This is an optimization exercise on Yosys and OpenROAD, whose aim is small area, a short achievable clock period and few clock cycles per item, not a production implementation.

==> run B <==
## simple_generic_matrix_mult
module simple_generic_matrix_mult #(
    parameter integer M = 3,
    parameter integer N = 3,
    parameter integer P = 3,
    parameter integer DATA_WIDTH = 8
)(
    input  wire clk,
    input  wire rst,
    input  wire start,
    input  wire signed [DATA_WIDTH-1:0] a_in,
    input  wire [$clog2(M*N)-1:0] a_addr,
    input  wire a_wen,
    input  wire signed [DATA_WIDTH-1:0] b_in,
    input  wire [$clog2(N*P)-1:0] b_addr,
    input  wire b_wen,
    output reg [2*DATA_WIDTH-1:0] c_out,
    output reg c_valid,
    output reg done
);
    localparam integer E = 1;    
    reg [7:0] A [0:8];
    reg [7:0] B [0:8];
    always @(posedge clk) begin
        if (a_wen) A[a_addr] <= a_in;
        if (b_wen) B[b_addr] <= b_in;
    end
    reg [3:0] t;
    reg [2:0] row, col;    
    wire adv = start | (t != 0);
    always @(posedge clk or posedge rst) begin
        if (rst) begin
            t <= 0;
            row <= 3'b001;
            col <= 3'b001;
            c_valid <= 0;
            done <= 0;
        end else begin
            c_valid <= adv && (t >= E) && (t <= E + 8);
            done <= (t == E + 8);
            t <= (t == E + 8) ? 4'd0 : adv ? t + 4'd1 : 4'd0;
            if (adv && t <= 8) begin
                col <= {col[1:0], col[2]};
                if (col[2]) row <= {row[1:0], row[2]};
            end
        end
    end
    wire [7:0] ma0 = ({8{row[0]}} & A[0]) | ({8{row[1]}} & A[3]) | ({8{row[2]}} & A[6]);
    wire [7:0] ma1 = ({8{row[0]}} & A[1]) | ({8{row[1]}} & A[4]) | ({8{row[2]}} & A[7]);
    wire [7:0] ma2 = ({8{row[0]}} & A[2]) | ({8{row[1]}} & A[5]) | ({8{row[2]}} & A[8]);
    wire [7:0] mb0 = ({8{col[0]}} & B[0]) | ({8{col[1]}} & B[1]) | ({8{col[2]}} & B[2]);
    wire [7:0] mb1 = ({8{col[0]}} & B[3]) | ({8{col[1]}} & B[4]) | ({8{col[2]}} & B[5]);
    wire [7:0] mb2 = ({8{col[0]}} & B[6]) | ({8{col[1]}} & B[7]) | ({8{col[2]}} & B[8]);
    wire [7:0] a0 = ma0, a1 = ma1, a2 = ma2, b0 = mb0, b1 = mb1, b2 = mb2;
  ...
clock: 10.0 ns
lec_check: 0
abc_clock_period_in_ps: 3000
cap_margin: 20
core_margin: 2
core_utilization: 40
setup_slack_margin: 5
slew_margin: 20
synth_hierarchical: 1
synth_minimum_keep_size: 0
run.sh (not shown) runs the stock make flow with config.mk's settings and CLKGATE_MAP_FILE= SYNTH_SCRIPT=/design/flow/synth_recipe.tcl, a recipe that flattens the netlist after the stock synthesis.
==> run H: changes against run B <==
--- a/flow/design.v
+++ b/flow/design.v
@@ -16,42 +16,38 @@
     output reg [2*DATA_WIDTH-1:0] c_out,
     output reg c_valid,
     output reg done
 );
     localparam integer E = 1;    
-    reg [7:0] A [0:8];
-    reg [7:0] B [0:8];
-    always @(posedge clk) begin
-        if (a_wen) A[a_addr] <= a_in;
-        if (b_wen) B[b_addr] <= b_in;
-    end
     reg [3:0] t;
-    reg [2:0] row, col;    
-    wire adv = start | (t != 0);
+    wire rd = start | ((t != 0) & (t <= 8));           
+    wire rot_b = rd;                                    
+    wire rot_a = rd & ((t == 2) | (t == 5) | (t == 8));  
     always @(posedge clk or posedge rst) begin
         if (rst) begin
             t <= 0;
-            row <= 3'b001;
-            col <= 3'b001;
             c_valid <= 0;
             done <= 0;
         end else begin
-            c_valid <= adv && (t >= E) && (t <= E + 8);
+            c_valid <= (t >= E) && (t <= E + 8) && (t != 0 || start);
             done <= (t == E + 8);
-            t <= (t == E + 8) ? 4'd0 : adv ? t + 4'd1 : 4'd0;
-            if (adv && t <= 8) begin
-                col <= {col[1:0], col[2]};
-                if (col[2]) row <= {row[1:0], row[2]};
-            end
+            t <= (t == E + 8) ? 4'd0 : (start || t != 0) ? t + 4'd1 : 4'd0;
+        end
+    end
+    reg [7:0] A [0:8];
+    reg [7:0] B [0:8];
+    integer x;
+    always @(posedge clk) begin
+        for (x = 0; x < 9; x = x + 1) begin
+            if (rot_a) A[x] <= A[(x + 3) % 9];
+            else if (a_wen && a_addr == x) A[x] <= a_in;
+            if (rot_b) B[x] <= B[(x % 3 == 2) ? x - 2 : x + 1];
+            else if (b_wen && b_addr == x) B[x] <= b_in;
         end
     end
-    wire [7:0] ma0 = ({8{row[0]}} & A[0]) | ({8{row[1]}} & A[3]) | ({8{row[2]}} & A[6]);
-    wire [7:0] ma1 = ({8{row[0]}} & A[1]) | ({8{row[1]}} & A[4]) | ({8{row[2]}} & A[7]);
-    wire [7:0] ma2 = ({8{row[0]}} & A[2]) | ({8{row[1]}} & A[5]) | ({8{row[2]}} & A[8]);
-    wire [7:0] mb0 = ({8{col[0]}} & B[0]) | ({8{col[1]}} & B[1]) | ({8{col[2]}} & B[2]);
-    wire [7:0] mb1 = ({8{col[0]}} & B[3]) | ({8{col[1]}} & B[4]) | ({8{col[2]}} & B[5]);
-    wire [7:0] mb2 = ({8{col[0]}} & B[6]) | ({8{col[1]}} & B[7]) | ({8{col[2]}} & B[8]);
+    wire [7:0] ma0 = A[0], ma1 = A[1], ma2 = A[2];
+    wire [7:0] mb0 = B[0], mb1 = B[3], mb2 = B[6];
     wire [7:0] a0 = ma0, a1 = ma1, a2 = ma2, b0 = mb0, b1 = mb1, b2 = mb2;
     wire pp0_0_0, pp0_0_1, pp0_0_2, pp0_0_3, pp0_0_4, pp0_0_5, pp0_0_6, pp0_0_7, pp0_1_0, pp0_1_1, pp0_1_2, pp0_1_3, pp0_1_4, pp0_1_5, pp0_1_6, pp0_1_7, pp0_2_0, pp0_2_1, pp0_2_2, pp0_2_3, pp0_2_4, pp0_2_5, pp0_2_6, pp0_2_7, pp0_3_0, pp0_3_1, pp0_3_2, pp0_3_3, pp0_3_4, pp0_3_5, pp0_3_6, pp0_3_7, pp0_4_0, pp0_4_1, pp0_4_2, pp0_4_3, pp0_4_4, pp0_4_5, pp0_4_6, pp0_4_7, pp0_5_0, pp0_5_1, pp0_5_2, pp0_5_3, pp0_5_4, pp0_5_5, pp0_5_6, pp0_5_7, pp0_6_0, pp0_6_1, pp0_6_2, pp0_6_3, pp0_6_4, pp0_6_5, pp0_6_6, pp0_6_7, pp0_7_0, pp0_7_1, pp0_7_2, pp0_7_3, pp0_7_4, pp0_7_5, pp0_7_6, pp0_7_7, pp1_0_0, pp1_0_1, pp1_0_2, pp1_0_3, pp1_0_4, pp1_0_5, pp1_0_6, pp1_0_7, pp1_1_0, pp1_1_1, pp1_1_2, pp1_1_3, pp1_1_4, pp1_1_5, pp1_1_6, pp1_1_7, pp1_2_0, pp1_2_1, pp1_2_2, pp1_2_3, pp1_2_4, pp1_2_5, pp1_2_6, pp1_2_7, pp1_3_0, pp1_3_1, pp1_3_2, pp1_3_3, pp1_3_4, pp1_3_5, pp1_3_6, pp1_3_7, pp1_4_0, pp1_4_1, pp1_4_2, pp1_4_3, pp1_4_4, pp1_4_5, pp1_4_6, pp1_4_7, pp1_5_0, pp1_5_1, pp1_5_2, pp1_5_3, pp1_5_4, pp1_5_5, pp1_5_6, pp1_5_7, pp1_6_0, pp1_6_1, pp1_6_2, pp1_6_3, pp1_6_4, pp1_6_5, pp1_6_6, pp1_6_7, pp1_7_0, pp1_7_1, pp1_7_2, pp1_7_3, pp1_7_4, pp1_7_5, pp1_7_6, pp1_7_7, pp2_0_0, pp2_0_1, pp2_0_2, pp2_0_3, pp2_0_4, pp2_0_5, pp2_0_6, pp2_0_7, pp2_1_0, pp2_1_1, pp2_1_2, pp2_1_3, pp2_1_4, pp2_1_5, pp2_1_6, pp2_1_7, pp2_2_0, pp2_2_1, pp2_2_2, pp2_2_3, pp2_2_4, pp2_2_5, pp2_2_6, pp2_2_7, pp2_3_0, pp2_3_1, pp2_3_2, pp2_3_3, pp2_3_4, pp2_3_5, pp2_3_6, pp2_3_7, pp2_4_0, pp2_4_1, pp2_4_2, pp2_4_3, pp2_4_4, pp2_4_5, pp2_4_6, pp2_4_7, pp2_5_0, pp2_5_1, pp2_5_2, pp2_5_3, pp2_5_4, pp2_5_5, pp2_5_6, pp2_5_7, pp2_6_0, pp2_6_1, pp2_6_2, pp2_6_3, pp2_6_4, pp2_6_5, pp2_6_6, pp2_6_7, pp2_7_0, pp2_7_1, pp2_7_2, pp2_7_3, pp2_7_4, pp2_7_5, pp2_7_6, pp2_7_7, s1, c2, s3, c4, s5, c6, s7, c8, s9, c10, s11, c12, s13, c14, s15, c16, s17, c18, s19, c20, s21, c22, s23, c24, s25, c26, s27, c28, s29, c30, s31, c32, s33, c34, s35, c36, s37, c38, s39, c40, s41, c42, s43, c44, s45, c46, s47, c48, s49, c50, s51, c52, s53, c54, s55, c56, s57, c58, s59, c60, s61, c62, s63, c64, s65, c66, s67, c68, s69, c70, s71, c72, s73, c74, s75, c76, s77, c78, s79, c80, s81, c82, s83, c84, s85, c86, s87, c88, s89, c90, s91, c92, s93, c94, s95, c96, s97, c98, s99, c100, s101, c102, s103, c104, s105, c106, s107, c108, s109, c110, s111, c112, s113, c114, s115, c116, s117, c118, s119, c120, s121, c122, s123, c124, s125, c126, s127, c128, s129, c130, s131, c132, s133, c134, s135, c136, s137, c138, s139, c140, s141, c142, s143, c144, s145, c146, s147, c148, s149, c150, s151, c152, s153, c154, s155, c156, s157, c158, s159, c160, s161, c162, s163, c164, s165, c166, s167, c168, s169, c170, s171, c172, s173, c174, s175, c176, s177, c178, s179, c180, s181, c182, s183, c184, s185, c186, s187, c188, s189, c190, s191, c192, s193, c194, s195, c196, s197, c198, s199, c200, s201, c202, s203, c204, s205, c206, s207, c208, s209, c210, s211, c212, s213, c214, s215, c216, s217, c218, s219, c220, s221, c222, s223, c224, s225, c226, s227, c228, s229, c230, s231, c232, s233, c234, s235, c236, s237, c238, s239, c240, s241, c242, s243, c244, s245, c246, s247, c248, s249, c250, s251, c252, s253, s254, c255, s256, c257, s258, c259, s260, c261, s262, c263, s264, c265, s266, c267, s268, c269, s270, c271, s272, c273, s274, c275, s276, c277, s278, c279, s280, c281, s282, c283, s284, c285, s286, c287, s288, c289, s290, c291, s292, c293, s294, c295, s296, c297, s298, c299, s300, c301, s302, c303, s304, c305, s306, c307, s308, c309, s310, c311, s312, c313, s314, c315, s316, c317, s318, c319, s320, c321, s322, c323, s324, c325, s326, c327, s328, c329, s330, c331, s332, c333, s334, c335, s336, c337, s338;
     assign pp0_0_0 = a0[0] & b0[0];
     assign pp0_0_1 = a0[0] & b0[1];
     assign pp0_0_2 = a0[0] & b0[2];
==> flow/flow/run.sh (new file) <==
#!/bin/bash
set -euo pipefail
bash standard.sh SETUP_SLACK_MARGIN=7 finish > standard_flow.log 2>&1
==> flow/standard.sh (new file) <==
#!/bin/bash
# synth_recipe.tcl (not shown) runs the flow's synth.tcl, then flattens the netlist and writes it again
# the make line also repeats each setting of config.mk as NAME=value (left out here)
make -C /OpenROAD-flow-scripts/flow DESIGN_CONFIG=/design/flow/config.mk WORK_HOME=/design/flow/orfs CLKGATE_MAP_FILE= SYNTH_SCRIPT=/design/flow/synth_recipe.tcl "${@:-finish}"
--- a/flow/config.mk
+++ b/flow/config.mk
@@ -7,9 +7,8 @@
 export LEC_CHECK = 0
 export ABC_CLOCK_PERIOD_IN_PS = 3000
 export CAP_MARGIN = 20
 export CORE_MARGIN = 2
 export CORE_UTILIZATION = 40
-export SETUP_SLACK_MARGIN = 5
 export SLEW_MARGIN = 20
 export SYNTH_HIERARCHICAL = 1
 export SYNTH_MINIMUM_KEEP_SIZE = 0
removed: flow/run.sh
==> results by group <==
Worst setup path
  • Worst setup startpoint: col[1]$_DFFE_PP0P_
  • Worst path max stage delay: 0.96 ns
  • CP Cell Sequence: buf_4 -> a222oi_1 -> nor2_1 -> fa_1 -> fa_1 -> fa_1 -> fa_1 -> fa_1
  • Worst R2R End: ra_s290$_DFF_P_
  • Worst Setup EP: ra_s290$_DFF_P_

Run status
  • Outcome: finished clean

STA
  • Layout Skew: 0.01876 ns
  • Minimum clock period: 4.660 ns

Placement
  • GPL Wtd Cong: 0.8704

Cells and area
  • Final instance area: 0.01349 mm2
  • Reg area: 0.005728 mm2

Synthesis
  • Syn Area/Cell: 14.41 um2
  • Ys async rst share: 5.687%

Routing
  • Final wirelength: 25.37 mm

GRT
  • Met3 Usage GRT: 2.741%
-- figures above: run B

==> results by group <==
Run status
  • Outcome: finished clean

Cells and area
  • Buffer share of cell area: 11.47%
  • Final instance area: 0.01593 mm2
  • Reg area: 0.005580 mm2

Worst setup path
  • Worst R2R End: ra_s294$_DFF_P_
  • Worst Setup EP: ra_s294$_DFF_P_
  • CP Cell Sequence: and2_4 -> fa_2 -> fa_1 -> fa_2 -> fa_2 -> fa_1

Synthesis
  • Ys flop type: edfxtp_1
  • Ys async rst share: 2.927%
  • Share of the synthesized area in the top cell type: 34.86%

GRT
  • Met3 Usage GRT: 2.789%

STA
  • Minimum clock period: 3.361 ns

Routing
  • Final wirelength: 30.99 mm

Placement
  • GPL Wtd Cong: 0.8002
  • Dpl ws: 5.853 ns

Min path
  • Worst Hold Launch: ra_s1$_DFF_P_
-- figures above: run H

No functional check of the RTL was part of any run of this note.

-- what the ideal ports hide --
How much do the figures lean on ideal ports? The routed layouts below were timed once more, with nothing changed but the port constraints. Step 1, drivers: a clkbuf_16 drives clk and a buf_2 each remaining input, both assumed. Step 2 adds t to the input delays and takes it off the output delays; t is the mean of the earliest and latest rising clock arrival at the registers after step 1. Input paths then give back, and output paths get back, about the clock's delay inside the block. Slacks: no drivers / after step 1 / after step 2; pairs: no drivers / after step 1.
run | t (ns) | slack for setup (ns) | worst data-port slew with drivers (ns) | cell pins on the clock port's net
run B | 0.571 | 5.340 / 5.340 / 5.340 | 0.04 | 1
run H | 0.570 | 6.639 / 6.639 / 6.457 | 0.04 | 1
After both steps setup and hold are still met in every run listed. The setup slack of run H, which loses most, moves by 0.000 ns with the drivers and by -0.182 ns with both steps.
